What follows belongs to an exercise in optimizing a design on an open flow for small area, a short achievable clock period and few clock cycles; a production flow would make more cautious choices.
Only simulation tests tie the RTL to the original design; equivalence was not proved.
No activity file was given, so power comes from the tool's default toggle rates.

[flow/config.mk]
export PLATFORM = sky130hd
export DESIGN_NAME = CHIP
export DESIGN_NICKNAME = CHIP
export VERILOG_FILES = /design/flow/design.v
export SDC_FILE = /design/flow/constraint.sdc
export NUM_CORES = 8
export LEC_CHECK = 0
export CAP_MARGIN = 20
export CORE_MARGIN = 2
export CORE_UTILIZATION = 40
export SLEW_MARGIN = 20
[flow/constraint.sdc]
create_clock -name core_clock -period 10.5 [get_ports {clk}]
set_input_delay 2.1000 -clock core_clock [delete_from_list [all_inputs] [get_ports {clk}]]
set_output_delay 2.1000 -clock core_clock [all_outputs]
set_load 0.01 [all_outputs]
[flow/design.v]
module ALU (
	input      [31:0] data1_i,
	input      [31:0] data2_i,
	input      [4:0]  shamt_i,
	input      [3:0]  ALU_control_i,
	output reg [31:0] result_o
);
localparam AND = 4'd0, OR = 4'd1, ADD = 4'd2, SUB = 4'd3, SLT = 4'd4, SLL = 4'd5, SRL = 4'd6, SRA = 4'd7, XOR = 4'd8, NOR = 4'd9;
always @(*) begin
	case (ALU_control_i)
		AND: result_o = data1_i & data2_i;
		OR:  result_o = data1_i | data2_i;
		ADD: result_o = data1_i + data2_i;
		SUB: result_o = data1_i - data2_i;
		SLT: result_o = ($signed(data1_i) < $signed(data2_i)) ? 1 : 0;
		SLL: result_o = data2_i << shamt_i;  
		SRL: result_o = data2_i >> shamt_i;  
		SRA: result_o = $signed(data2_i) >>> shamt_i;  
		XOR: result_o = data1_i ^ data2_i;
		NOR: result_o = ~(data1_i | data2_i);
		default : result_o = 32'b0;
	endcase
end
endmodule
module add (
	input  [31:0] data1_i,
	input  [31:0] data2_i,
	output [31:0] sum_o
);
assign sum_o = data1_i + data2_i;
endmodule
module PC (
	input  	   		  clk,      
	input  	   		  rst_n,    
	input			  PCWrite,  
	input  	   [31:0] PC_i,
	output reg [31:0] PC_o
);
always @(posedge clk) begin
	if (~rst_n) 	  PC_o <= 32'b0;
	else if (PCWrite) PC_o <= PC_o;  
	else 			  PC_o <= PC_i;
end
endmodule
module IF_ID (
	input   		  clk,     
	input    		  rst_n,   
	input		      FDWrite, 
	input             nop,     
	input  	   [31:0] instruction_i,
	input      [31:0] incremented_PC_i,  
	output reg [31:0] instruction_o,
	output reg [31:0] incremented_PC_o
);
always @(posedge clk) begin
	if(~rst_n) begin
		instruction_o    <= 32'b0;
		incremented_PC_o <= 32'b0;
	end else if (FDWrite) begin  
		instruction_o 	 <= instruction_o;
		incremented_PC_o <= incremented_PC_o;
	end else begin
		incremented_PC_o <= incremented_PC_i;
		if (nop) instruction_o <= 32'b0;
		else 	 instruction_o <= instruction_i;
	end
end
endmodule
module registers (
	input  		  clk,     
	input  		  rst_n,   
	input  [4:0]  read_reg1,
	input  [4:0]  read_reg2,
	input  [4:0]  write_reg,
	input  [31:0] write_data,
	input  		  RegWrite,
	output [31:0] read_data1,
	output [31:0] read_data2
);
reg [31:0] r [0:31];
integer i, j;
assign read_data1 = r[read_reg1];
assign read_data2 = r[read_reg2];
always @(posedge clk) begin
	if(~rst_n) begin
		for (i = 0; i < 32; i = i + 1) r[i] <= 32'b0;
	end else begin
		if (RegWrite) begin
			case (write_reg)
				5'b00000: r[0]	<= 32'b0;
				5'b00001: r[1] 	<= write_data;
				5'b00010: r[2] 	<= write_data;
				5'b00011: r[3] 	<= write_data;
				5'b00100: r[4] 	<= write_data;
				5'b00101: r[5] 	<= write_data;
				5'b00110: r[6] 	<= write_data;
				5'b00111: r[7] 	<= write_data;
				5'b01000: r[8] 	<= write_data;
				5'b01001: r[9] 	<= write_data;
				5'b01010: r[10] <= write_data;
				5'b01011: r[11] <= write_data;
				5'b01100: r[12] <= write_data;
				5'b01101: r[13] <= write_data;
				5'b01110: r[14] <= write_data;
				5'b01111: r[15] <= write_data;
				5'b10000: r[16] <= write_data;
				5'b10001: r[17] <= write_data;
				5'b10010: r[18] <= write_data;
				5'b10011: r[19] <= write_data;
				5'b10100: r[20] <= write_data;
				5'b10101: r[21] <= write_data;
				5'b10110: r[22] <= write_data;
				5'b10111: r[23] <= write_data;
				5'b11000: r[24] <= write_data;
				5'b11001: r[25] <= write_data;
				5'b11010: r[26] <= write_data;
				5'b11011: r[27] <= write_data;
				5'b11100: r[28] <= write_data;
				5'b11101: r[29] <= write_data;
				5'b11110: r[30] <= write_data;
				5'b11111: r[31] <= write_data;
			endcase
		end else begin
			for (j = 0; j < 32; j = j + 1) r[j] <= r[j];
		end
	end
end
endmodule
module sign_extend (
	input  [15:0] data_i,
	output [31:0] data_o
);
assign data_o = {{16{data_i[15]}}, data_i};
endmodule
module comparator (
	input [31:0] read_data1_i,  
	input [31:0] read_data2_i,  
	input Brncheq_i,
	input Brnchne_i,
	output Branch_o  
);
wire equal;
assign equal = (read_data1_i == read_data2_i);
assign Branch_o = (Brncheq_i & equal) | (Brnchne_i & ~equal);
endmodule
module control (
	input	  [31:0] instruction_i,
	output reg [1:0] RegDst_o,
	output reg [1:0] Jump_o,
	output reg 		 Brncheq_o,
	output reg 		 Brnchne_o,
	output reg [1:0] CachetoReg_o,
	output reg [3:0] ALU_control_o,
	output reg 		 CacheRead_o,
	output reg 		 CacheWrite_o,
	output reg 		 ALUSrc_o,
	output reg 		 RegWrite_o
);
localparam AND = 4'd0, OR = 4'd1, ADD = 4'd2, SUB = 4'd3, SLT = 4'd4, SLL = 4'd5, SRL = 4'd6, SRA = 4'd7, XOR = 4'd8, NOR = 4'd9;
wire [5:0] opcode_i, funct_i;
assign opcode_i = instruction_i[31:26];
assign funct_i 	= instruction_i[5:0];
always @(*) begin
	if (instruction_i == 32'b0) begin  
		RegDst_o   	  = 2'b00;
		Jump_o 	   	  = 2'b00;
		Brncheq_o     = 1'b0;
		Brnchne_o	  = 1'b0;
		CachetoReg_o  = 2'b00;
		ALU_control_o = 4'b1111;
		CacheRead_o	  = 1'b0;
		CacheWrite_o  = 1'b0;
		ALUSrc_o 	  = 1'b0;
		RegWrite_o    = 1'b0;
	end else begin
		case (opcode_i)
			6'h0: begin  
				case (funct_i)
					6'h0: begin  
						RegDst_o   	  = 2'b01;  
						Jump_o 	   	  = 2'b00;
						Brncheq_o     = 1'b0;
						Brnchne_o	  = 1'b0;
						CachetoReg_o  = 2'b00;
						ALU_control_o = SLL;  
						CacheRead_o	  = 1'b0;
						CacheWrite_o  = 1'b0;
						ALUSrc_o 	  = 1'b0;
						RegWrite_o    = 1'b1;
					end
					6'h2: begin  
						RegDst_o   	  = 2'b01;  
						Jump_o 	   	  = 2'b00;
						Brncheq_o     = 1'b0;
						Brnchne_o	  = 1'b0;
						CachetoReg_o  = 2'b00;
						ALU_control_o = SRL;  
						CacheRead_o	  = 1'b0;
						CacheWrite_o  = 1'b0;
						ALUSrc_o 	  = 1'b0;
						RegWrite_o    = 1'b1;
					end
					6'h3: begin  
						RegDst_o   	  = 2'b01;  
						Jump_o 	   	  = 2'b00;
						Brncheq_o     = 1'b0;
						Brnchne_o	  = 1'b0;
						CachetoReg_o  = 2'b00;
						ALU_control_o = SRA;  
						CacheRead_o	  = 1'b0;
						CacheWrite_o  = 1'b0;
						ALUSrc_o 	  = 1'b0;
						RegWrite_o    = 1'b1;
					end
					6'h8: begin  
						RegDst_o   	  = 2'b11;
						Jump_o 	   	  = 2'b10;  
						Brncheq_o     = 1'b0;
						Brnchne_o	  = 1'b0;
						CachetoReg_o  = 2'b11;
						ALU_control_o = 4'b1111;
						CacheRead_o	  = 1'b0;
						CacheWrite_o  = 1'b0;
						ALUSrc_o 	  = 1'b0;
						RegWrite_o    = 1'b0;
					end
					6'h9: begin  
						RegDst_o   	  = 2'b01;  
						Jump_o 	   	  = 2'b10;  
						Brncheq_o     = 1'b0;
						Brnchne_o	  = 1'b0;
						CachetoReg_o  = 2'b11;
						ALU_control_o = 4'b1111;
						CacheRead_o	  = 1'b0;
						CacheWrite_o  = 1'b0;
						ALUSrc_o 	  = 1'b0;
						RegWrite_o    = 1'b1;  
					end
					6'h20: begin  
						RegDst_o   	  = 2'b01;  
						Jump_o 	   	  = 2'b00;
						Brncheq_o     = 1'b0;
						Brnchne_o	  = 1'b0;
						CachetoReg_o  = 2'b00;
						ALU_control_o = ADD;  
						CacheRead_o	  = 1'b0;
						CacheWrite_o  = 1'b0;
						ALUSrc_o 	  = 1'b0;
						RegWrite_o    = 1'b1;
					end
					6'h22: begin  
						RegDst_o   	  = 2'b01;  
						Jump_o 	   	  = 2'b00;
						Brncheq_o     = 1'b0;
						Brnchne_o	  = 1'b0;
						CachetoReg_o  = 2'b00;
						ALU_control_o = SUB;  
						CacheRead_o	  = 1'b0;
						CacheWrite_o  = 1'b0;
						ALUSrc_o 	  = 1'b0;
						RegWrite_o    = 1'b1;
					end
					6'h24: begin  
						RegDst_o   	  = 2'b01;  
						Jump_o 	   	  = 2'b00;
						Brncheq_o     = 1'b0;
						Brnchne_o	  = 1'b0;
						CachetoReg_o  = 2'b00;
						ALU_control_o = AND;  
						CacheRead_o	  = 1'b0;
						CacheWrite_o  = 1'b0;
						ALUSrc_o 	  = 1'b0;
						RegWrite_o    = 1'b1;
					end
					6'h25: begin  
						RegDst_o   	  = 2'b01;  
						Jump_o 	   	  = 2'b00;
						Brncheq_o     = 1'b0;
						Brnchne_o	  = 1'b0;
						CachetoReg_o  = 2'b00;
						ALU_control_o = OR;  
						CacheRead_o	  = 1'b0;
						CacheWrite_o  = 1'b0;
						ALUSrc_o 	  = 1'b0;
						RegWrite_o    = 1'b1;
					end
					6'h26: begin  
						RegDst_o   	  = 2'b01;  
						Jump_o 	   	  = 2'b00;
						Brncheq_o     = 1'b0;
						Brnchne_o	  = 1'b0;
						CachetoReg_o  = 2'b00;
						ALU_control_o = XOR;  
						CacheRead_o	  = 1'b0;
						CacheWrite_o  = 1'b0;
						ALUSrc_o 	  = 1'b0;
						RegWrite_o    = 1'b1;
					end
					6'h27: begin  
						RegDst_o   	  = 2'b01;  
						Jump_o 	   	  = 2'b00;
						Brncheq_o     = 1'b0;
						Brnchne_o	  = 1'b0;
						CachetoReg_o  = 2'b00;
						ALU_control_o = NOR;  
						CacheRead_o	  = 1'b0;
						CacheWrite_o  = 1'b0;
						ALUSrc_o 	  = 1'b0;
						RegWrite_o    = 1'b1;
					end
					6'h2a: begin  
						RegDst_o   	  = 2'b01;  
						Jump_o 	   	  = 2'b00;
						Brncheq_o     = 1'b0;
						Brnchne_o	  = 1'b0;
						CachetoReg_o  = 2'b00;
						ALU_control_o = SLT;  
						CacheRead_o	  = 1'b0;
						CacheWrite_o  = 1'b0;
						ALUSrc_o 	  = 1'b0;
						RegWrite_o    = 1'b1;
					end
					default : begin  
						RegDst_o   	  = 2'b00;
						Jump_o 	   	  = 2'b00;
						Brncheq_o     = 1'b0;
						Brnchne_o	  = 1'b0;
						CachetoReg_o  = 2'b00;
						ALU_control_o = 4'b1111;
						CacheRead_o	  = 1'b0;
						CacheWrite_o  = 1'b0;
						ALUSrc_o 	  = 1'b0;
						RegWrite_o    = 1'b0;
					end
				endcase
			end
			6'h2: begin  
				RegDst_o   	  = 2'b11;
				Jump_o 	   	  = 2'b01;  
				Brncheq_o     = 1'b0;
				Brnchne_o	  = 1'b0;
				CachetoReg_o  = 2'b11;
				ALU_control_o = 4'b1111;
				CacheRead_o	  = 1'b0;
				CacheWrite_o  = 1'b0;
				ALUSrc_o 	  = 1'b0;
				RegWrite_o    = 1'b0;
			end
			6'h3: begin  
				RegDst_o   	  = 2'b10;  
				Jump_o 	   	  = 2'b01;  
				Brncheq_o     = 1'b0;
				Brnchne_o	  = 1'b0;
				CachetoReg_o  = 2'b10;  
				ALU_control_o = 4'b1111;
				CacheRead_o	  = 1'b0;
				CacheWrite_o  = 1'b0;
				ALUSrc_o 	  = 1'b0;
				RegWrite_o    = 1'b1;  
			end
			6'h4: begin  
				RegDst_o   	  = 2'b11;
				Jump_o 	   	  = 2'b00;
				Brncheq_o     = 1'b1;
				Brnchne_o	  = 1'b0;
				CachetoReg_o  = 2'b11;
				ALU_control_o = 4'b1111;  
				CacheRead_o	  = 1'b0;
				CacheWrite_o  = 1'b0;
				ALUSrc_o 	  = 1'b0;
				RegWrite_o    = 1'b0;
			end
			6'h5: begin  
				RegDst_o   	  = 2'b11;
				Jump_o 	   	  = 2'b00;
				Brncheq_o     = 1'b0;
				Brnchne_o	  = 1'b1;
				CachetoReg_o  = 2'b11;
				ALU_control_o = 4'b1111;  
				CacheRead_o	  = 1'b0;
				CacheWrite_o  = 1'b0;
				ALUSrc_o 	  = 1'b0;
				RegWrite_o    = 1'b0;
			end
			6'h8: begin  
				RegDst_o   	  = 2'b00;  
				Jump_o 	   	  = 2'b00;
				Brncheq_o     = 1'b0;
				Brnchne_o	  = 1'b0;
				CachetoReg_o  = 2'b00;
				ALU_control_o = ADD;  
				CacheRead_o	  = 1'b0;
				CacheWrite_o  = 1'b0;
				ALUSrc_o 	  = 1'b1;  
				RegWrite_o    = 1'b1;
			end
			6'ha: begin  
				RegDst_o   	  = 2'b00;  
				Jump_o 	   	  = 2'b00;
				Brncheq_o     = 1'b0;
				Brnchne_o	  = 1'b0;
				CachetoReg_o  = 2'b00;
				ALU_control_o = SLT;  
				CacheRead_o	  = 1'b0;
				CacheWrite_o  = 1'b0;
				ALUSrc_o 	  = 1'b1;  
				RegWrite_o    = 1'b1;
			end
			6'hc: begin  
				RegDst_o   	  = 2'b00;  
				Jump_o 	   	  = 2'b00;
				Brncheq_o     = 1'b0;
				Brnchne_o	  = 1'b0;
				CachetoReg_o  = 2'b00;
				ALU_control_o = AND;  
				CacheRead_o	  = 1'b0;
				CacheWrite_o  = 1'b0;
				ALUSrc_o 	  = 1'b1;  
				RegWrite_o    = 1'b1;
			end
			6'hd: begin  
				RegDst_o   	  = 2'b00;  
				Jump_o 	   	  = 2'b00;
				Brncheq_o     = 1'b0;
				Brnchne_o	  = 1'b0;
				CachetoReg_o  = 2'b00;
				ALU_control_o = OR;  
				CacheRead_o	  = 1'b0;
				CacheWrite_o  = 1'b0;
				ALUSrc_o 	  = 1'b1;  
				RegWrite_o    = 1'b1;
			end
			6'he: begin  
				RegDst_o   	  = 2'b00;  
				Jump_o 	   	  = 2'b00;
				Brncheq_o     = 1'b0;
				Brnchne_o	  = 1'b0;
				CachetoReg_o  = 2'b00;
				ALU_control_o = XOR;  
				CacheRead_o	  = 1'b0;
				CacheWrite_o  = 1'b0;
				ALUSrc_o 	  = 1'b1;  
				RegWrite_o    = 1'b1;
			end
			6'h23: begin  
				RegDst_o   	  = 2'b00;  
				Jump_o 	   	  = 2'b00;
				Brncheq_o     = 1'b0;
				Brnchne_o	  = 1'b0;
				CachetoReg_o  = 2'b01;
				ALU_control_o = ADD;  
				CacheRead_o	  = 1'b1;
				CacheWrite_o  = 1'b0;
				ALUSrc_o 	  = 1'b1;  
				RegWrite_o    = 1'b1;
			end
			6'h2b: begin  
				RegDst_o   	  = 2'b11;
				Jump_o 	   	  = 2'b00;
				Brncheq_o     = 1'b0;
				Brnchne_o	  = 1'b0;
				CachetoReg_o  = 2'b11;
				ALU_control_o = ADD;  
				CacheRead_o	  = 1'b0;
				CacheWrite_o  = 1'b1;
				ALUSrc_o 	  = 1'b1;  
				RegWrite_o    = 1'b0;
			end
			default : begin
				RegDst_o   	  = 2'b00;
				Jump_o 	   	  = 2'b00;
				Brncheq_o     = 1'b0;
				Brnchne_o	  = 1'b0;
				CachetoReg_o  = 2'b00;
				ALU_control_o = 4'b1111;
				CacheRead_o	  = 1'b0;
				CacheWrite_o  = 1'b0;
				ALUSrc_o 	  = 1'b0;
				RegWrite_o    = 1'b0;
			end
		endcase
	end
end
endmodule
module ID_EX (
	input   	  clk,      
	input   	  rst_n,    
	input		  nop,	    
	input 		  IEWrite,  
	input   [1:0] RegDst_i,
	input   [1:0] CachetoReg_i,
	input   [3:0] ALU_control_i,
	input   	  CacheRead_i,
	input   	  CacheWrite_i,
	input   	  ALUSrc_i,
	input   	  RegWrite_i,
	input  [31:0] read_data1_i,  
	input  [31:0] read_data2_i,  
	input  [31:0] SignExtImm_i,
	input  [31:0] incremented_PC_i,  
	input	[4:0] rs_i,  
	input   [4:0] rt_i,  
	input   [4:0] rd_i,  
	input   [4:0] shamt_i,  
	output reg  [1:0] RegDst_o,
	output reg  [1:0] CachetoReg_o,
	output reg  [3:0] ALU_control_o,
	output reg 	  CacheRead_o,
	output reg 	  CacheWrite_o,
	output reg 	  ALUSrc_o,
	output reg 	  RegWrite_o,
	output reg [31:0] read_data1_o,
	output reg [31:0] read_data2_o,
	output reg [31:0] SignExtImm_o,
	output reg [31:0] incremented_PC_o,
	output reg  [4:0] rs_o,
	output reg  [4:0] rt_o,
	output reg  [4:0] rd_o,
	output reg  [4:0] shamt_o
);
always @(posedge clk) begin
	if(~rst_n) begin
		RegDst_o 		 <= 2'b0;
		CachetoReg_o 	 <= 2'b0;
		ALU_control_o 	 <= 4'b0;
		CacheRead_o		 <= 1'b0;
		CacheWrite_o 	 <= 1'b0;
		ALUSrc_o 		 <= 1'b0;
		RegWrite_o 		 <= 1'b0;
		rs_o 			 <= 5'b0;
		rt_o 			 <= 5'b0;
		rd_o 			 <= 5'b0;
		shamt_o          <= 5'd0;
		read_data1_o 	 <= 32'b0;
		read_data2_o 	 <= 32'b0;
		SignExtImm_o 	 <= 32'b0;
		incremented_PC_o <= 32'd0;
	end else if (IEWrite) begin
		RegDst_o 	  	 <= RegDst_o;
		CachetoReg_o  	 <= CachetoReg_o;
		ALU_control_o 	 <= ALU_control_o;
		CacheRead_o	  	 <= CacheRead_o;
		CacheWrite_o  	 <= CacheWrite_o;
		ALUSrc_o 	  	 <= ALUSrc_o;
		RegWrite_o 	  	 <= RegWrite_o;
		rs_o 			 <= rs_o;
		rt_o 			 <= rt_o;
		rd_o 			 <= rd_o;
		shamt_o          <= shamt_o;
		incremented_PC_o <= incremented_PC_o;
		read_data1_o 	 <= read_data1_o;
		read_data2_o 	 <= read_data2_o;
		SignExtImm_o 	 <= SignExtImm_o;
	end else begin
		rs_o 			 <= rs_i;
		rt_o 			 <= rt_i;
		rd_o 			 <= rd_i;
		shamt_o          <= shamt_i;
		incremented_PC_o <= incremented_PC_i;
		read_data1_o 	 <= read_data1_i;
		read_data2_o 	 <= read_data2_i;
		SignExtImm_o 	 <= SignExtImm_i;
		if (nop) begin  
			RegDst_o 	  <= 2'b00;
			CachetoReg_o  <= 2'b00;
			ALU_control_o <= 4'b1111;
			CacheRead_o	  <= 1'b0;
			CacheWrite_o  <= 1'b0;
			ALUSrc_o 	  <= 1'b0;
			RegWrite_o 	  <= 1'b0;
		end else begin
			RegDst_o 	  <= RegDst_i;
			CachetoReg_o  <= CachetoReg_i;
			ALU_control_o <= ALU_control_i;
			CacheRead_o	  <= CacheRead_i;
			CacheWrite_o  <= CacheWrite_i;
			ALUSrc_o 	  <= ALUSrc_i;
			RegWrite_o 	  <= RegWrite_i;
		end
	end
end
endmodule
module EX_MEM (
	input   	  clk,      
	input   	  rst_n,    
	input         EMWrite,  
	input         CacheRead_i,
	input         CacheWrite_i,
	input   [1:0] CachetoReg_i,
	input         RegWrite_i,
	input  [31:0] ALU_result_i,
	input  [31:0] Write_data_i,
	input  [31:0] incremented_PC_i,
	input   [4:0] WriteReg_i,
	output reg        CacheRead_o,
	output reg        CacheWrite_o,
	output reg  [1:0] CachetoReg_o,
	output reg        RegWrite_o,
	output reg [31:0] ALU_result_o,
	output reg [31:0] Write_data_o,
	output reg [31:0] incremented_PC_o,
	output reg  [4:0] WriteReg_o
);
always @(posedge clk) begin
	if (~rst_n) begin
		CacheRead_o      <= 1'b0;
		CacheWrite_o     <= 1'b0;
		CachetoReg_o     <= 2'b0;
		RegWrite_o 	     <= 1'b0;
		WriteReg_o 	     <= 5'b0;
		ALU_result_o     <= 32'b0;
		Write_data_o     <= 32'b0;
		incremented_PC_o <= 32'b0;
	end else if (EMWrite) begin
		CacheRead_o      <= CacheRead_o;
		CacheWrite_o     <= CacheWrite_o;
		CachetoReg_o     <= CachetoReg_o;
		RegWrite_o 	     <= RegWrite_o;
		WriteReg_o 	     <= WriteReg_o;
		ALU_result_o     <= ALU_result_o;
		Write_data_o     <= Write_data_o;
		incremented_PC_o <= incremented_PC_o;
	end else begin
		CacheRead_o      <= CacheRead_i;
		CacheWrite_o     <= CacheWrite_i;
		CachetoReg_o     <= CachetoReg_i;
		RegWrite_o 	     <= RegWrite_i;
		WriteReg_o 	     <= WriteReg_i;
		ALU_result_o     <= ALU_result_i;
		Write_data_o     <= Write_data_i;
		incremented_PC_o <= incremented_PC_i;
	end
end
endmodule
module MEM_WB
(
	input   	  clk,      
	input   	  rst_n,    
	input         MWWrite,  
	input         RegWrite_i,
	input   [1:0] CachetoReg_i,
	input  [31:0] Read_data_i,
	input  [31:0] ALU_result_i,
	input  [31:0] incremented_PC_i,
	input   [4:0] WriteReg_i,
	output reg        RegWrite_o,
	output reg  [1:0] CachetoReg_o,
	output reg [31:0] Read_data_o,
	output reg [31:0] ALU_result_o,
	output reg [31:0] incremented_PC_o,
	output reg  [4:0] WriteReg_o
);
always@(posedge clk)begin
	if(~rst_n)begin
		RegWrite_o 	     <= 1'b0;
		CachetoReg_o     <= 2'd0;
		Read_data_o      <= 32'd0;
		ALU_result_o     <= 32'd0;
		incremented_PC_o <= 32'd0;
		WriteReg_o 	     <= 5'd0;
	end else if (MWWrite) begin
		RegWrite_o 	     <= RegWrite_o;
		CachetoReg_o     <= CachetoReg_o;
		Read_data_o      <= Read_data_o;
		ALU_result_o     <= ALU_result_o;
		incremented_PC_o <= incremented_PC_o;
		WriteReg_o 	     <= WriteReg_o;
	end else begin
		RegWrite_o 	     <= RegWrite_i;
		CachetoReg_o     <= CachetoReg_i;
		Read_data_o      <= Read_data_i;
		ALU_result_o     <= ALU_result_i;
		incremented_PC_o <= incremented_PC_i;
		WriteReg_o 	     <= WriteReg_i;
	end
end
endmodule
module forward (
	input		 RegWrite_IE,  
	input  		 RegWrite_EM,  
	input  		 RegWrite_MW,  
	input  [4:0] RegisterRd_IE,  
	input  [4:0] RegisterRd_EM,  
	input  [4:0] RegisterRd_MW,  
	input  [4:0] RegisterRs_FD,  
	input  [4:0] RegisterRt_FD,  
	input  [4:0] RegisterRs_IE,  
	input  [4:0] RegisterRt_IE,  
	output [1:0] ForwardAD,
	output [1:0] ForwardBD,
	output [1:0] ForwardAE,
	output [1:0] ForwardBE
);
assign ForwardAD = (RegWrite_IE & (RegisterRd_IE != 5'b0) & (RegisterRd_IE == RegisterRs_FD)) ? 2'b11 : 
				   (RegWrite_EM & (RegisterRd_EM != 5'b0) & (RegisterRd_EM == RegisterRs_FD)) ? 2'b10 : 
				   (RegWrite_MW & (RegisterRd_MW != 5'b0) & (RegisterRd_MW == RegisterRs_FD)) ? 2'b01 : 2'b00;
assign ForwardBD = (RegWrite_IE & (RegisterRd_IE != 5'b0) & (RegisterRd_IE == RegisterRt_FD)) ? 2'b10 : 
				   (RegWrite_MW & (RegisterRd_MW != 5'b0) & (RegisterRd_MW == RegisterRt_FD)) ? 2'b01 : 2'b00;
assign ForwardAE = (RegWrite_EM & (RegisterRd_EM != 5'b0) & (RegisterRd_EM == RegisterRs_IE)) ? 2'b10 : 
				   (RegWrite_MW & (RegisterRd_MW != 5'b0) & (RegisterRd_MW == RegisterRs_IE)) ? 2'b01 : 2'b00;
assign ForwardBE = (RegWrite_EM & (RegisterRd_EM != 5'b0) & (RegisterRd_EM == RegisterRt_IE)) ? 2'b10 : 
				   (RegWrite_MW & (RegisterRd_MW != 5'b0) & (RegisterRd_MW == RegisterRt_IE)) ? 2'b01 : 2'b00;			   
endmodule
module hazard (
	input  [1:0] Jump,
	input  		 CacheRead_IE,   
	input		 CacheStall,	 
	input  [4:0] RegisterRs_FD,  
	input  [4:0] RegisterRt_FD,  
	input  [4:0] RegisterRt_IE,  
	output 		 PCWrite,  
	output 		 FDWrite,  
	output		 IEWrite,  
	output		 EMWrite,  
	output		 MWWrite,  
	output 		 nop_IE,  
	output		 nop_FD  
);
assign {PCWrite, FDWrite} = (CacheRead_IE & ((RegisterRt_IE == RegisterRs_FD) | (RegisterRt_IE == RegisterRt_FD)) | CacheStall) ? 2'b11 : 2'b00;
assign {IEWrite, EMWrite, MWWrite} = CacheStall ? 3'b111 : 3'b000;
assign nop_IE  = (CacheRead_IE & ((RegisterRt_IE == RegisterRs_FD) | (RegisterRt_IE == RegisterRt_FD))) ? 1'b1 : 1'b0;
assign nop_FD  = (Jump[1] ^ Jump[0]) ? 1'b1 : 1'b0;
endmodule
module MIPS_Pipeline
(
	input         clk,
	input         rst_n,
	output        ICACHE_ren,
	output        ICACHE_wen,
	output [29:0] ICACHE_addr,
	output [31:0] ICACHE_wdata,
	input         ICACHE_stall,
	input  [31:0] ICACHE_rdata,
	output        DCACHE_ren,
	output        DCACHE_wen,
	output [29:0] DCACHE_addr,
	output [31:0] DCACHE_wdata,
	input         DCACHE_stall,
	input  [31:0] DCACHE_rdata
);
wire [31:0] PC_o_F, PCplus4_F;
wire [31:0] inst_D, PCplus4_D, read_data1_D, read_data2_D, SignImm_D, SignImm_shifted_D, PCbranch_D,
			read_data1_forwarded_D, read_data2_forwarded_D, Jumpaddr_D;
wire [31:0] read_data1_E, read_data2_E, SignImm_E, PCplus4_E, ALU_in1_E, ALU_in2_E, WriteData_E, ALUOut_E;
wire  [4:0] rs_E, rt_E, rd_E, shamt_E, WriteReg_E;
wire [31:0] ALUOut_M, WriteData_M, PCplus4_M;
wire  [4:0] WriteReg_M;
wire [31:0] PC_i_W, PCbranch_W, Result_W, ReadData_W, ALUOut_W, PCplus4_W;  
wire  [4:0] WriteReg_W;
wire RegWrite_D, Brncheq_D, Brnchne_D, PCSrc_D, CacheRead_D, CacheWrite_D, ALUSrc_D;
wire [1:0] Jump_D, RegDst_D, CachetoReg_D;
wire [3:0] ALU_control_D;
wire CacheRead_E, CacheWrite_E, ALUSrc_E, RegWrite_E;
wire [1:0] RegDst_E,CachetoReg_E; 
wire [3:0] ALU_control_E;
wire CacheRead_M, CacheWrite_M, RegWrite_M;
wire [1:0] CachetoReg_M;
wire RegWrite_W;
wire [1:0] CachetoReg_W;
wire [1:0] ForwardA_D, ForwardB_D, ForwardA_E, ForwardB_E;
wire PCWrite, FDWrite, Flush_D, Flush_E, IEWrite, EMWrite, MWWrite, CacheStall;
assign ICACHE_addr 	= PC_o_F[31:2];
assign ICACHE_wen  	= 1'b0;
assign ICACHE_ren  	= 1'b1;  
assign ICACHE_wdata = 32'd0;
assign SignImm_shifted_D 	  = SignImm_D << 2;
assign read_data1_forwarded_D = (ForwardA_D == 2'b11) ? ALUOut_E : (ForwardA_D == 2'b10) ? ALUOut_M : (ForwardA_D == 2'b01) ? Result_W : read_data1_D;
assign read_data2_forwarded_D = (ForwardB_D == 2'b10) ? ALUOut_E : (ForwardB_D == 2'b01) ? Result_W : read_data2_D;
assign Jumpaddr_D 			  = {PCplus4_D[31:28], inst_D[25:0], 2'd0};
assign WriteReg_E  = (RegDst_E 	 == 2'b00) ? rt_E 		  : ((RegDst_E == 2'b01)   ? rd_E 	  : 5'd31);
assign ALU_in1_E   = (ForwardA_E == 2'b00) ? read_data1_E : ((ForwardA_E == 2'b01) ? Result_W : ALUOut_M);
assign WriteData_E = (ForwardB_E == 2'b00) ? read_data2_E : ((ForwardB_E == 2'b01) ? Result_W : ALUOut_M);
assign ALU_in2_E   = (ALUSrc_E) 		   ? SignImm_E 	  : WriteData_E;
assign DCACHE_wen 	= CacheWrite_M;
assign DCACHE_ren 	= CacheRead_M;
assign DCACHE_addr 	= ALUOut_M[31:2];
assign DCACHE_wdata = WriteData_M;
assign PCbranch_W = PCSrc_D ? PCbranch_D : PCplus4_F;
assign PC_i_W 	  = (Jump_D == 2'b00) ? PCbranch_W : ((Jump_D == 2'b01) ? Jumpaddr_D : read_data1_forwarded_D);
assign Result_W   = (CachetoReg_W == 2'b00) ? ALUOut_W : ((CachetoReg_W == 2'b01) ? ReadData_W : PCplus4_W);
assign CacheStall = ICACHE_stall | DCACHE_stall;
PC pc(.clk 	  (clk),
	  .rst_n  (rst_n),
	  .PCWrite(PCWrite),
	  .PC_i	  (PC_i_W),
	  .PC_o	  (PC_o_F));
add pc_adder(.data1_i(PC_o_F),
			 .data2_i(32'd4),
			 .sum_o  (PCplus4_F));
IF_ID if_id(.clk			 (clk),
			.rst_n 			 (rst_n),
			.FDWrite 		 (FDWrite),
			.nop			 (PCSrc_D | Flush_D),
			.instruction_i	 (ICACHE_rdata),
			.incremented_PC_i(PCplus4_F),
			.instruction_o	 (inst_D),
			.incremented_PC_o(PCplus4_D));
registers register(.clk 	  (clk),
				   .rst_n 	  (rst_n),
				   .read_reg1 (inst_D[25:21]),
				   .read_reg2 (inst_D[20:16]),
				   .write_reg (WriteReg_W),
				   .write_data(Result_W),
				   .RegWrite  (RegWrite_W),
				   .read_data1(read_data1_D),
				   .read_data2(read_data2_D));
sign_extend sign_ext(.data_i(inst_D[15:0]),
					 .data_o(SignImm_D));
add branch_adder(.data1_i(SignImm_shifted_D),
				 .data2_i(PCplus4_D),
				 .sum_o  (PCbranch_D));
comparator compare(.read_data1_i(read_data1_forwarded_D),
				   .read_data2_i(read_data2_forwarded_D),
				   .Brncheq_i	(Brncheq_D),
				   .Brnchne_i	(Brnchne_D),
				   .Branch_o 	(PCSrc_D));
control ctrl(.instruction_i(inst_D),
			 .RegDst_o 	   (RegDst_D),
			 .Jump_o 	   (Jump_D),
			 .Brncheq_o    (Brncheq_D),
			 .Brnchne_o    (Brnchne_D),
			 .CachetoReg_o (CachetoReg_D),
			 .ALU_control_o(ALU_control_D),
			 .CacheRead_o  (CacheRead_D),
			 .CacheWrite_o (CacheWrite_D),
			 .ALUSrc_o 	   (ALUSrc_D),
			 .RegWrite_o   (RegWrite_D));
ID_EX id_ex(.clk 			 (clk),
			.rst_n 			 (rst_n),
			.nop 			 (Flush_E),
			.IEWrite 		 (IEWrite),
			.RegDst_i 		 (RegDst_D),
			.CachetoReg_i 	 (CachetoReg_D),
			.ALU_control_i 	 (ALU_control_D),
			.CacheRead_i 	 (CacheRead_D),
			.CacheWrite_i 	 (CacheWrite_D),
			.ALUSrc_i 		 (ALUSrc_D),
			.RegWrite_i 	 (RegWrite_D),
			.read_data1_i	 (read_data1_forwarded_D),
			.read_data2_i	 (read_data2_forwarded_D),
			.SignExtImm_i	 (SignImm_D),
			.incremented_PC_i(PCplus4_D),
			.rs_i			 (inst_D[25:21]),
			.rt_i			 (inst_D[20:16]),
			.rd_i			 (inst_D[15:11]),
			.shamt_i 		 (inst_D[10:6]),
			.RegDst_o 		 (RegDst_E),
			.CachetoReg_o 	 (CachetoReg_E),
			.ALU_control_o 	 (ALU_control_E),
			.CacheRead_o 	 (CacheRead_E),
			.CacheWrite_o 	 (CacheWrite_E),
			.ALUSrc_o 		 (ALUSrc_E),
			.RegWrite_o 	 (RegWrite_E),
			.read_data1_o	 (read_data1_E),
			.read_data2_o	 (read_data2_E),
			.SignExtImm_o	 (SignImm_E),
			.incremented_PC_o(PCplus4_E),
			.rs_o			 (rs_E),
			.rt_o			 (rt_E),
			.rd_o			 (rd_E),
			.shamt_o 		 (shamt_E));
ALU alu(.data1_i	  (ALU_in1_E),
		.data2_i	  (ALU_in2_E),
		.shamt_i	  (shamt_E),
		.ALU_control_i(ALU_control_E),
		.result_o 	  (ALUOut_E));
EX_MEM ex_mem(.clk 			   (clk),
			  .rst_n 		   (rst_n),
			  .EMWrite 		   (EMWrite),
			  .CacheRead_i 	   (CacheRead_E),
			  .CacheWrite_i	   (CacheWrite_E),
			  .CachetoReg_i	   (CachetoReg_E),
			  .RegWrite_i 	   (RegWrite_E),
			  .ALU_result_i	   (ALUOut_E),
			  .Write_data_i	   (WriteData_E),
			  .incremented_PC_i(PCplus4_E),
			  .WriteReg_i 	   (WriteReg_E),
			  .CacheRead_o 	   (CacheRead_M),
			  .CacheWrite_o	   (CacheWrite_M),
			  .CachetoReg_o	   (CachetoReg_M),
			  .RegWrite_o 	   (RegWrite_M),
			  .ALU_result_o	   (ALUOut_M),
			  .Write_data_o	   (WriteData_M),
			  .incremented_PC_o(PCplus4_M),
			  .WriteReg_o 	   (WriteReg_M));
MEM_WB mem_wb(.clk 			   (clk),
			  .rst_n 		   (rst_n),
			  .MWWrite 		   (MWWrite),
			  .RegWrite_i 	   (RegWrite_M),
			  .CachetoReg_i	   (CachetoReg_M),
			  .Read_data_i 	   (DCACHE_rdata),
			  .ALU_result_i	   (ALUOut_M),
			  .incremented_PC_i(PCplus4_M),
			  .WriteReg_i	   (WriteReg_M),
			  .RegWrite_o	   (RegWrite_W),
			  .CachetoReg_o    (CachetoReg_W),
			  .Read_data_o 	   (ReadData_W),
			  .ALU_result_o    (ALUOut_W),
			  .incremented_PC_o(PCplus4_W),
			  .WriteReg_o 	   (WriteReg_W));
forward forward(.RegWrite_IE  (RegWrite_E),
				.RegWrite_EM  (RegWrite_M),
				.RegWrite_MW  (RegWrite_W),
				.RegisterRd_IE(WriteReg_E),
				.RegisterRd_EM(WriteReg_M),
				.RegisterRd_MW(WriteReg_W),
				.RegisterRs_FD(inst_D[25:21]),
				.RegisterRt_FD(inst_D[20:16]),
				.RegisterRs_IE(rs_E),
				.RegisterRt_IE(rt_E),
				.ForwardAD	  (ForwardA_D),
				.ForwardBD	  (ForwardB_D),
				.ForwardAE	  (ForwardA_E),
				.ForwardBE	  (ForwardB_E));
hazard hazard(.Jump 		(Jump_D),
			  .CacheRead_IE (CacheRead_E),
			  .CacheStall 	(CacheStall),
			  .RegisterRs_FD(inst_D[15:11]),
			  .RegisterRt_FD(inst_D[20:16]),
			  .RegisterRt_IE(rt_E),
			  .PCWrite		(PCWrite),
			  .FDWrite		(FDWrite),
			  .IEWrite		(IEWrite),
			  .EMWrite		(EMWrite),
			  .MWWrite		(MWWrite),
			  .nop_IE		(Flush_E),
			  .nop_FD		(Flush_D));
endmodule
module cache(
    clk,
    proc_reset,
    proc_read,
    proc_write,
    proc_addr,
    proc_rdata,
    proc_wdata,
    proc_stall,
    mem_read,
    mem_write,
    mem_addr,
    mem_rdata,
    mem_wdata,
    mem_ready
);
    input          clk;
    input          proc_reset;
    input          proc_read, proc_write;
    input   [29:0] proc_addr;
    input   [31:0] proc_wdata;
    output         proc_stall;
    output reg [31:0] proc_rdata;
    input  [127:0] mem_rdata;
    input          mem_ready;
    output         mem_read, mem_write;
    output reg [27:0] mem_addr;
    output reg [127:0] mem_wdata;
    parameter TAG_WIDTH = 25;
    parameter BLOCK_NUMBER = 8;
    parameter INITIAL = 0, RESET = 1, PROCESS = 2, WRITE = 3, READ = 4;
    wire isdirty;
    reg writemiss, readmiss;
    reg [127:0] block_data[0:BLOCK_NUMBER-1]; 
    reg [TAG_WIDTH-1:0] block_tag[0:BLOCK_NUMBER-1]; 
    reg block_valid[0:BLOCK_NUMBER-1]; 
    reg block_dirty[0:BLOCK_NUMBER-1]; 
    reg [2:0] Q_NOW, Q_NEXT;
    integer i;
assign proc_stall = (writemiss||readmiss||Q_NOW==WRITE||Q_NOW==READ)?1:0;
assign mem_write = (Q_NOW==WRITE)?1:0;
assign mem_read = (Q_NOW==READ)?1:0;
assign isdirty = block_dirty[proc_addr[4:2]];
always@(*)begin
    if(Q_NOW==WRITE)begin
        case(proc_addr[4:2])
            3'd0: mem_addr = {block_tag[0], 3'd0};
            3'd1: mem_addr = {block_tag[1], 3'd1};
            3'd2: mem_addr = {block_tag[2], 3'd2};
            3'd3: mem_addr = {block_tag[3], 3'd3};
            3'd4: mem_addr = {block_tag[4], 3'd4};
            3'd5: mem_addr = {block_tag[5], 3'd5};
            3'd6: mem_addr = {block_tag[6], 3'd6};
            default: mem_addr = {block_tag[7], 3'd7};
        endcase
    end
    else begin
        mem_addr = proc_addr[29:2];
    end
end
always@(*)begin
        case(proc_addr[4:2])
            3'd0:begin
                case(proc_addr[1:0])
                    2'b00: proc_rdata = block_data[0][31:0];
                    2'b01: proc_rdata = block_data[0][63:32];
                    2'b10: proc_rdata = block_data[0][95:64];
                    default: proc_rdata = block_data[0][127:96];
                endcase
            end
            3'd1:begin
                case(proc_addr[1:0])
                    2'b00: proc_rdata = block_data[1][31:0];
                    2'b01: proc_rdata = block_data[1][63:32];
                    2'b10: proc_rdata = block_data[1][95:64];
                    default: proc_rdata = block_data[1][127:96];
                endcase
            end
            3'd2:begin
                case(proc_addr[1:0])
                    2'b00: proc_rdata = block_data[2][31:0];
                    2'b01: proc_rdata = block_data[2][63:32];
                    2'b10: proc_rdata = block_data[2][95:64];
                    default: proc_rdata = block_data[2][127:96];
                endcase
            end
            3'd3:begin
                case(proc_addr[1:0])
                    2'b00: proc_rdata = block_data[3][31:0];
                    2'b01: proc_rdata = block_data[3][63:32];
                    2'b10: proc_rdata = block_data[3][95:64];
                    default: proc_rdata = block_data[3][127:96];
                endcase
            end
            3'd4:begin
                case(proc_addr[1:0])
                    2'b00: proc_rdata = block_data[4][31:0];
                    2'b01: proc_rdata = block_data[4][63:32];
                    2'b10: proc_rdata = block_data[4][95:64];
                    default: proc_rdata = block_data[4][127:96];
                endcase
            end
            3'd5:begin
                case(proc_addr[1:0])
                    2'b00: proc_rdata = block_data[5][31:0];
                    2'b01: proc_rdata = block_data[5][63:32];
                    2'b10: proc_rdata = block_data[5][95:64];
                    default: proc_rdata = block_data[5][127:96];
                endcase
            end
            3'd6:begin
                case(proc_addr[1:0])
                    2'b00: proc_rdata = block_data[6][31:0];
                    2'b01: proc_rdata = block_data[6][63:32];
                    2'b10: proc_rdata = block_data[6][95:64];
                    default: proc_rdata = block_data[6][127:96];
                endcase
            end
            3'd7:begin
                case(proc_addr[1:0])
                    2'b00: proc_rdata = block_data[7][31:0];
                    2'b01: proc_rdata = block_data[7][63:32];
                    2'b10: proc_rdata = block_data[7][95:64];
                    default: proc_rdata = block_data[7][127:96];
                endcase
            end
            default: proc_rdata = 0;
        endcase
end
always@(*)begin
    case(mem_addr[2:0])
        3'd0: mem_wdata = block_data[0];
        3'd1: mem_wdata = block_data[1];
        3'd2: mem_wdata = block_data[2];
        3'd3: mem_wdata = block_data[3];
        3'd4: mem_wdata = block_data[4];
        3'd5: mem_wdata = block_data[5];
        3'd6: mem_wdata = block_data[6];
        default: mem_wdata = block_data[7];
    endcase
    if(proc_write)begin
        case(proc_addr[4:2])
            3'd0: writemiss = (block_tag[0]==proc_addr[29:5]&&block_valid[0])?0:1;
            3'd1: writemiss = (block_tag[1]==proc_addr[29:5]&&block_valid[1])?0:1;
            3'd2: writemiss = (block_tag[2]==proc_addr[29:5]&&block_valid[2])?0:1;
            3'd3: writemiss = (block_tag[3]==proc_addr[29:5]&&block_valid[3])?0:1;
            3'd4: writemiss = (block_tag[4]==proc_addr[29:5]&&block_valid[4])?0:1;
            3'd5: writemiss = (block_tag[5]==proc_addr[29:5]&&block_valid[5])?0:1;
            3'd6: writemiss = (block_tag[6]==proc_addr[29:5]&&block_valid[6])?0:1;
            default: writemiss = (block_tag[7]==proc_addr[29:5]&&block_valid[7])?0:1;
        endcase
    end
    else writemiss = 0;
    if(proc_read)begin
        case(proc_addr[4:2])
            3'd0: readmiss = (block_tag[0]==proc_addr[29:5]&&block_valid[0])?0:1;
            3'd1: readmiss = (block_tag[1]==proc_addr[29:5]&&block_valid[1])?0:1;
            3'd2: readmiss = (block_tag[2]==proc_addr[29:5]&&block_valid[2])?0:1;
            3'd3: readmiss = (block_tag[3]==proc_addr[29:5]&&block_valid[3])?0:1;
            3'd4: readmiss = (block_tag[4]==proc_addr[29:5]&&block_valid[4])?0:1;
            3'd5: readmiss = (block_tag[5]==proc_addr[29:5]&&block_valid[5])?0:1;
            3'd6: readmiss = (block_tag[6]==proc_addr[29:5]&&block_valid[6])?0:1;
            default: readmiss = (block_tag[7]==proc_addr[29:5]&&block_valid[7])?0:1;
        endcase
    end
    else readmiss = 0;
end
always@(*)begin
    if(proc_reset) Q_NEXT = RESET;
    else begin
        case(Q_NOW)
            INITIAL: Q_NEXT = (proc_reset)?RESET:INITIAL;
            RESET: Q_NEXT = (~proc_reset)?PROCESS:RESET;
            PROCESS: Q_NEXT = (writemiss||readmiss)?((isdirty)?WRITE:READ):PROCESS;
            WRITE: Q_NEXT = (mem_ready)?READ:WRITE;
            READ: Q_NEXT = (mem_ready)?PROCESS:READ;
            default: Q_NEXT = INITIAL;
        endcase
    end
end
always@( posedge clk ) begin
    if( proc_reset ) begin
        for(i=0; i<BLOCK_NUMBER; i=i+1)begin
            block_data[i][31:0] <= 0; block_data[i][63:32] <= 0; block_data[i][95:64] <= 0; block_data[i][127:96] <= 0;
            block_tag[i] <= 0;
            block_valid[i] <= 0;
            block_dirty[i] <= 0;
        end
    end
    else begin
        case(Q_NOW)
            PROCESS:begin
                if(proc_write&&~writemiss)begin
                    case(proc_addr[4:2])
                        3'd0:begin
                            block_dirty[0] <= 1;
                            block_tag[0] <= proc_addr[29:5];
                            case(proc_addr[1:0])
                                2'b00: block_data[0][31:0] <= proc_wdata;
                                2'b01: block_data[0][63:32] <= proc_wdata;
                                2'b10: block_data[0][95:64] <= proc_wdata;
                                default: block_data[0][127:96] <= proc_wdata;
                            endcase
                        end
                        3'd1:begin
                            block_dirty[1] <= 1;
                            block_tag[1] <= proc_addr[29:5];
                            case(proc_addr[1:0])
                                2'b00: block_data[1][31:0] <= proc_wdata;
                                2'b01: block_data[1][63:32] <= proc_wdata;
                                2'b10: block_data[1][95:64] <= proc_wdata;
                                default: block_data[1][127:96] <= proc_wdata;
                            endcase
                        end
                        3'd2:begin
                            block_dirty[2] <= 1;
                            block_tag[2] <= proc_addr[29:5];
                            case(proc_addr[1:0])
                                2'b00: block_data[2][31:0] <= proc_wdata;
                                2'b01: block_data[2][63:32] <= proc_wdata;
                                2'b10: block_data[2][95:64] <= proc_wdata;
                                default: block_data[2][127:96] <= proc_wdata;
                            endcase
                        end
                        3'd3:begin
                            block_dirty[3] <= 1;
                            block_tag[3] <= proc_addr[29:5];
                            case(proc_addr[1:0])
                                2'b00: block_data[3][31:0] <= proc_wdata;
                                2'b01: block_data[3][63:32] <= proc_wdata;
                                2'b10: block_data[3][95:64] <= proc_wdata;
                                default: block_data[3][127:96] <= proc_wdata;
                            endcase
                        end
                        3'd4:begin
                            block_dirty[4] <= 1;
                            block_tag[4] <= proc_addr[29:5];
                            case(proc_addr[1:0])
                                2'b00: block_data[4][31:0] <= proc_wdata;
                                2'b01: block_data[4][63:32] <= proc_wdata;
                                2'b10: block_data[4][95:64] <= proc_wdata;
                                default: block_data[4][127:96] <= proc_wdata;
                            endcase
                        end
                        3'd5:begin
                            block_dirty[5] <= 1;
                            block_tag[5] <= proc_addr[29:5];
                            case(proc_addr[1:0])
                                2'b00: block_data[5][31:0] <= proc_wdata;
                                2'b01: block_data[5][63:32] <= proc_wdata;
                                2'b10: block_data[5][95:64] <= proc_wdata;
                                default: block_data[5][127:96] <= proc_wdata;
                            endcase
                        end
                        3'd6:begin
                            block_dirty[6] <= 1;
                            block_tag[6] <= proc_addr[29:5];
                            case(proc_addr[1:0])
                                2'b00: block_data[6][31:0] <= proc_wdata;
                                2'b01: block_data[6][63:32] <= proc_wdata;
                                2'b10: block_data[6][95:64] <= proc_wdata;
                                default: block_data[6][127:96] <= proc_wdata;
                            endcase
                        end
                        3'd7:begin
                            block_dirty[7] <=1;
                            block_tag[7] <= proc_addr[29:5];
                            case(proc_addr[1:0])
                                2'b00: block_data[7][31:0] <= proc_wdata;
                                2'b01: block_data[7][63:32] <= proc_wdata;
                                2'b10: block_data[7][95:64] <= proc_wdata;
                                default: block_data[7][127:96] <= proc_wdata;
                            endcase
                        end
                        default:begin
                           for(i=0; i<BLOCK_NUMBER; i=i+1)begin
                            end
                        end
                    endcase
                end
                else begin
                    for(i=0; i<BLOCK_NUMBER; i=i+1)begin
                    end
                end
            end
            READ:begin
                if(mem_ready)begin
                    case(mem_addr[2:0])
                        3'd0:begin
                            block_data[0][31:0] <= mem_rdata[31:0]; block_data[0][63:32] <= mem_rdata[63:32]; block_data[0][95:64] <= mem_rdata[95:64]; block_data[0][127:96] <= mem_rdata[127:96];
                            block_tag[0] <= mem_addr[27:3];
                            block_dirty[0] <= 0;
                            block_valid[0] <= 1;
                        end
                        3'd1:begin
                            block_data[1][31:0] <= mem_rdata[31:0]; block_data[1][63:32] <= mem_rdata[63:32]; block_data[1][95:64] <= mem_rdata[95:64]; block_data[1][127:96] <= mem_rdata[127:96];
                            block_tag[1] <= mem_addr[27:3];
                            block_dirty[1] <= 0;
                            block_valid[1] <= 1;
                        end
                        3'd2:begin
                            block_data[2][31:0] <= mem_rdata[31:0]; block_data[2][63:32] <= mem_rdata[63:32]; block_data[2][95:64] <= mem_rdata[95:64]; block_data[2][127:96] <= mem_rdata[127:96];
                            block_tag[2] <= mem_addr[27:3];
                            block_dirty[2] <= 0;
                            block_valid[2] <= 1;
                        end
                        3'd3:begin
                            block_data[3][31:0] <= mem_rdata[31:0]; block_data[3][63:32] <= mem_rdata[63:32]; block_data[3][95:64] <= mem_rdata[95:64]; block_data[3][127:96] <= mem_rdata[127:96];
                            block_tag[3] <= mem_addr[27:3];
                            block_dirty[3] <= 0;
                            block_valid[3] <= 1;
                        end
                        3'd4:begin
                            block_data[4][31:0] <= mem_rdata[31:0]; block_data[4][63:32] <= mem_rdata[63:32]; block_data[4][95:64] <= mem_rdata[95:64]; block_data[4][127:96] <= mem_rdata[127:96];
                            block_tag[4] <= mem_addr[27:3];
                            block_dirty[4] <= 0;
                            block_valid[4] <= 1;
                        end
                        3'd5:begin
                            block_data[5][31:0] <= mem_rdata[31:0]; block_data[5][63:32] <= mem_rdata[63:32]; block_data[5][95:64] <= mem_rdata[95:64]; block_data[5][127:96] <= mem_rdata[127:96];
                            block_tag[5] <= mem_addr[27:3];
                            block_dirty[5] <= 0;
                            block_valid[5] <= 1;
                        end
                        3'd6:begin
                            block_data[6][31:0] <= mem_rdata[31:0]; block_data[6][63:32] <= mem_rdata[63:32]; block_data[6][95:64] <= mem_rdata[95:64]; block_data[6][127:96] <= mem_rdata[127:96];
                            block_tag[6] <= mem_addr[27:3];
                            block_dirty[6] <= 0;
                            block_valid[6] <= 1;
                        end
                        3'd7:begin
                            block_data[7][31:0] <= mem_rdata[31:0]; block_data[7][63:32] <= mem_rdata[63:32]; block_data[7][95:64] <= mem_rdata[95:64]; block_data[7][127:96] <= mem_rdata[127:96];
                            block_tag[7] <= mem_addr[27:3];
                            block_dirty[7] <= 0;
                            block_valid[7] <= 1;
                        end
                        default:begin
                            for(i=0; i<BLOCK_NUMBER; i=i+1)begin
                            end
                        end
                    endcase
                end
            end
            default:begin
                for(i=0; i<BLOCK_NUMBER; i=i+1)begin
                end
            end
        endcase
    end
end
always@(posedge clk)begin
    Q_NOW <= Q_NEXT;
end
endmodule
module CHIP (	clk,
				rst_n,
				mem_read_D,
				mem_write_D,
				mem_addr_D,
				mem_wdata_D,
				mem_rdata_D,
				mem_ready_D,
				mem_read_I,
				mem_write_I,
				mem_addr_I,
				mem_wdata_I,
				mem_rdata_I,
				mem_ready_I,
				DCACHE_addr, 
				DCACHE_wdata,
				DCACHE_wen   
			);
input			clk, rst_n;
output			mem_read_D;
output			mem_write_D;
output	[31:4]	mem_addr_D;
output	[127:0]	mem_wdata_D;
input	[127:0]	mem_rdata_D;
input			mem_ready_D;
output			mem_read_I;
output			mem_write_I;
output	[31:4]	mem_addr_I;
output	[127:0]	mem_wdata_I;
input	[127:0]	mem_rdata_I;
input			mem_ready_I;
output	[29:0]	DCACHE_addr;
output	[31:0]	DCACHE_wdata;
output			DCACHE_wen;
wire        ICACHE_ren;
wire        ICACHE_wen;
wire [29:0] ICACHE_addr;
wire [31:0] ICACHE_wdata;
wire        ICACHE_stall;
wire [31:0] ICACHE_rdata;
wire        DCACHE_ren;
wire        DCACHE_wen;
wire [29:0] DCACHE_addr;
wire [31:0] DCACHE_wdata;
wire        DCACHE_stall;
wire [31:0] DCACHE_rdata;
	MIPS_Pipeline i_MIPS(
		.clk            (clk)           , 
		.rst_n          (rst_n)         ,
		.ICACHE_ren     (ICACHE_ren)    ,
		.ICACHE_wen     (ICACHE_wen)    ,
		.ICACHE_addr    (ICACHE_addr)   ,
		.ICACHE_wdata   (ICACHE_wdata)  ,
		.ICACHE_stall   (ICACHE_stall)  ,
		.ICACHE_rdata   (ICACHE_rdata)  ,
		.DCACHE_ren     (DCACHE_ren)    ,
		.DCACHE_wen     (DCACHE_wen)    ,
		.DCACHE_addr    (DCACHE_addr)   ,
		.DCACHE_wdata   (DCACHE_wdata)  ,
		.DCACHE_stall   (DCACHE_stall)  ,
		.DCACHE_rdata   (DCACHE_rdata)
	);
	cache D_cache(
        .clk        (clk)         ,
        .proc_reset (~rst_n)      ,
        .proc_read  (DCACHE_ren)  ,
        .proc_write (DCACHE_wen)  ,
        .proc_addr  (DCACHE_addr) ,
        .proc_rdata (DCACHE_rdata),
        .proc_wdata (DCACHE_wdata),
        .proc_stall (DCACHE_stall),
        .mem_read   (mem_read_D)  ,
        .mem_write  (mem_write_D) ,
        .mem_addr   (mem_addr_D)  ,
        .mem_wdata  (mem_wdata_D) ,
        .mem_rdata  (mem_rdata_D) ,
        .mem_ready  (mem_ready_D)
	);
	cache I_cache(
        .clk        (clk)         ,
        .proc_reset (~rst_n)      ,
        .proc_read  (ICACHE_ren)  ,
        .proc_write (ICACHE_wen)  ,
        .proc_addr  (ICACHE_addr) ,
        .proc_rdata (ICACHE_rdata),
        .proc_wdata (ICACHE_wdata),
        .proc_stall (ICACHE_stall),
        .mem_read   (mem_read_I)  ,
        .mem_write  (mem_write_I) ,
        .mem_addr   (mem_addr_I)  ,
        .mem_wdata  ()            ,
        .mem_rdata  (mem_rdata_I) ,
        .mem_ready  (mem_ready_I)
	);
	assign mem_wdata_I = 128'd0;
endmodule
[flow/run.sh]
#!/bin/bash
# synth_recipe.tcl (not shown) runs the flow's synth.tcl, then flattens the netlist and writes it again
# the make line also repeats each setting of config.mk as NAME=value (left out here)
make -C /OpenROAD-flow-scripts/flow DESIGN_CONFIG=/design/flow/config.mk WORK_HOME=/design/flow/orfs CLKGATE_MAP_FILE= SYNTH_SCRIPT=/design/flow/synth_recipe.tcl finish
==> reports/results.txt <==
Outcome - timing/DRC/antenna clean
Initial Util - 40.1%
Initial DRC count - 36,500
Yosys top cell area share - 40.9%
Synth Register Bits - 3,910
Actual slew at the worst max-slew pin - 1390 ps
GRT Residual Overflow - 0
Nets - 24,500
CP Launch Point - i_MIPS.mem_wb.WriteReg_o[4]
CTS tree - done
Clock latency (worst-skew pair) - 1130 ps
Core area - 478,000 um^2
Share of layout cells above drive strength 1 - 8.64%
Worst VDD drop - 0.161 mV
Setup-failing EPs final - 0
Final WL - 1,020,000 um
Cell variety after synth - 117
Pin count of the biggest net entering global routing - 213
Clock Path Buffers - 4
Clock buffer count from CTS - 430
CTS H-tree depth - 5
Setup Buffers After CTS - 0
Area growth from synthesis to layout - 13.5%
Crit path max-delay family - compound AO/OA/AOI/OAI gates
Mapped Cells - 25,000
Placed Instances - 30,100
Max incr delay on CP - 970 ps
Launch point of the worst reg-to-reg path - i_MIPS.mem_wb.WriteReg_o[4]
Avg Cell Area, Syn - 7.68 um^2
Initial antenna violation count - 135
CP startpoint kind - register
Filler-free cell count of the finished design - 31,000
Full die area - 484,000 um^2
Fin Hold WS - 409 ps
Crit path max fanout - 16
Multi-input gate area - 104,000 um^2
Seq. cell area - 78,300 um^2
Reg-to-Reg End - i_MIPS.pc.PC_o[16]
IO Port Bufs - 510
Final GP Congestion - 1.05
DRT antenna net count - 0
PD cells - 151 nW/um^2
CP Data Arrival Time - 11,150 ps
Largest area contributor in the netlist - dfxtp_1
Final clock skew - 165 ps
Fin. Hold Viols - 0
Buf/Inv on CP - 4
WHS Path Cells - 2
EDFF count, synth - 0
CTS resizes - 0
WS Path Type - register to register
Leak Pwr - 72.2 nW
Die height - 696 um
Achievable Freq - 0.0979 GHz
Reg2reg setup slack - 280 ps
IO Pins - 639
DR vias - 201,000
Dominant cells by area after synthesis - dfxtp_1 41%, nand2_1 11%, a21oi_1 8.4%
RSZ-0062 raised after global routing - false
Mapped Area - 192,000 um^2
First-pass GRT wire length - 1,410,000 um
Vias in the first global route - 177,000
Number of vias per cell - 6.50
Max cap viols - 0
Post-synth top flop - dfxtp_1
Layout fillers - 47,300
Critical Path End - i_MIPS.pc.PC_o[16]
Worst hold path class - register to register
Sequential area share after synthesis - 40.9%
Pre-antenna DRT Iters - 22
DP Wirelength - 658,000 um
Fin Setup TNS - 0 ps
Routed len/inst - 33.1 um
Most numerous cell on the critical path - buf_4
CTS clk-pin slew, worst paths - 70 ps
Root Buffer - clkbuf_16
Worst rel slew slack - 7.27%
Row count - 254
Tot GR Track Use - 40.1%
Synth warn - 14
CP max stage cell - nor4b_2
Critical Path Stages - 27
FF-to-FF path depth - 27
Die Width - 696 um
Slew Limit Fails - 0
Cts hold-fix bufs - 0
Period utilization - 97.3%
CP endpoint kind - register
Final Critical Period - 10,220 ps
Async S/R FF share, synth - 0%
CP required - 11,440 ps
Clk sinks - 3,910
DRC Markers - 0
==> worst min-delay path, cell delays in order, from the launching register on <==
cell,delay [ps]
dfxtp_1,320
nand2_1,60
a21oi_1,50
==> metrics by stage <==
step / cell area (um^2) / total power [mW] / utilization (%) / setup WS, ps
2_1_floorplan: 192000 / 16.1 / - / 2860
3_3_place_gp: 202000 / 16.5 / 42.2 / 996
3_5_place_dp: 202000 / 16.5 / 42.2 / 808
4_1_cts: 217000 / 32.7 / 45.4 / 751
5_1_grt: 217000 / 33.4 / 45.5 / 173
6_report: 217000 / 32.7 / 45.5 / 284
==> how the worst min path moves through the flow <==
stage	to	start	slack (ps)
CTS	i_MIPS.ex_mem.incremented_PC_o[11]	i_MIPS.id_ex.incremented_PC_o[11]	410
floorplan	i_MIPS.ex_mem.CacheRead_o	i_MIPS.ex_mem.CacheRead_o	430
finish	i_MIPS.ex_mem.incremented_PC_o[11]	i_MIPS.id_ex.incremented_PC_o[11]	410
global placement	I_cache.block_data[6][103]	I_cache.block_data[6][103]	440
global route	i_MIPS.ex_mem.incremented_PC_o[11]	i_MIPS.id_ex.incremented_PC_o[11]	450
detailed placement	I_cache.block_data[0][122]	I_cache.block_data[0][122]	440
==> layout by cell type (no fill, tap or decap), types with 116 or more instances in the layout <==
cell and count:
nand3_1 287, nor4_1 116, a221oi_1 191, nor3_1 240, clkbuf_16 432, nand2_1 5825
mux2i_1 360, inv_1 170, xnor2_1 279, dfxtp_1 3875, and3_1 165, mux2_2 151
clkdlybuf4s50_1 509, buf_4 670, xor2_1 257, a21oi_1 3185, a211oi_1 1370, nor2_1 2051
o21ai_0 432, ha_1 127, nand4_1 205, conb_1 128, a222oi_1 298, a22oi_1 978
==> flip-flops by register name (all words and copies together) (netlist names), 200 cells and up <==
signal and flops:
D_cache.block_data 1024, D_cache.block_tag 200, I_cache.block_data 1024, I_cache.block_tag 200, i_MIPS.register.r 992
==> cells in the mapped netlist, types with 129 or more instances <==
master / n
nand4_1: 205
buf_4: 276
mux2i_1: 361
buf_1: 228
ha_1: 131
a222oi_1: 298
mux2_2: 151
and3_1: 167
dfxtp_1: 3910
nor2_1: 2174
clkbuf_1: 2047
xor2_1: 257
a21oi_1: 3196
a221oi_1: 193
nand2_1: 5860
xnor2_1: 279
o21ai_0: 440
nand3_1: 297
a22oi_1: 978
inv_1: 174
a211oi_1: 1372
nor4_1: 129
nor3_1: 255
==> where the power goes <==
part	internal, mW	total [mW]	switching [mW]
Combinational	0.343	1.21	0.864
Clock	9.54	16.5	6.93
Sequential	15.0	15.0	0.0920
==> per-layer routing <==
layer  up-vias  share of wire, %  GRT usage [%]
li1      86300                 -              -
met1     95900                39           53.8
met2     15400                39           54.7
met3      3686                14           13.9
met4        58               7.5           24.5
met5         -             0.050          0.210
==> logic make-up (layout without fill, tap and decap cells) <==
| group | Yosys count | count (layout) | share of synthesized area [%] |
|---|---|---|---|
| and+or+nand+nor | 9460 | 9460 | 20.2 |
| AOI/OAI and AO/OA | 7503 | 7503 | 25.5 |
| DFF | 3910 | 3910 | 40.9 |
| buffers and inverters | 2790 | 2199 | 6.08 |
| muxes | 620 | 620 | 4.04 |
| xor gates and xnor gates | 536 | 536 | 2.45 |
| adders and majority gates | 134 | 134 | 0.887 |
| other | 1 | 200 | 0.00196 |
==> cell type report <==
cell class | count | area share (%)
antenna | 72 | 0.0829
tap | 6400 | 3.68
inverter | 181 | 0.317
clock buffer | 641 | 5.83
sequential | 3910 | 36.0
clock inverter | 156 | 1.16
multi-input combinational | 18400 | 47.9
timing repair buffer | 1221 | 4.98
Testbench counts, summed over its fixed seeds: cycles 277,800.

==> re-timing with driven ports <==
No port has a modelled driver above. Below, the same layout with a new extraction and two added sets of constraints. Step 1: set_driving_cell puts a clkbuf_16 on clk and a buf_2 on each other input, an assumption about the parent block. Step 2, shift: input delay + t, output delay - t, t = (earliest + latest rising clock arrival at the registers) / 2. This alone moves slack from input paths to output paths. Three values: no drivers, after step 1, after step 2; two values: the first two.
t, ns: 1.172
setup WS [ns]: 0.284 / 0.284 / 0.284
worst data-port slew with drivers (ns): 0.35
pins driven straight from the clock port: 1
After both steps this run still meets setup and hold. The setup slack of this run moves by 0.000 ns with the drivers and by 0.000 ns with both steps.
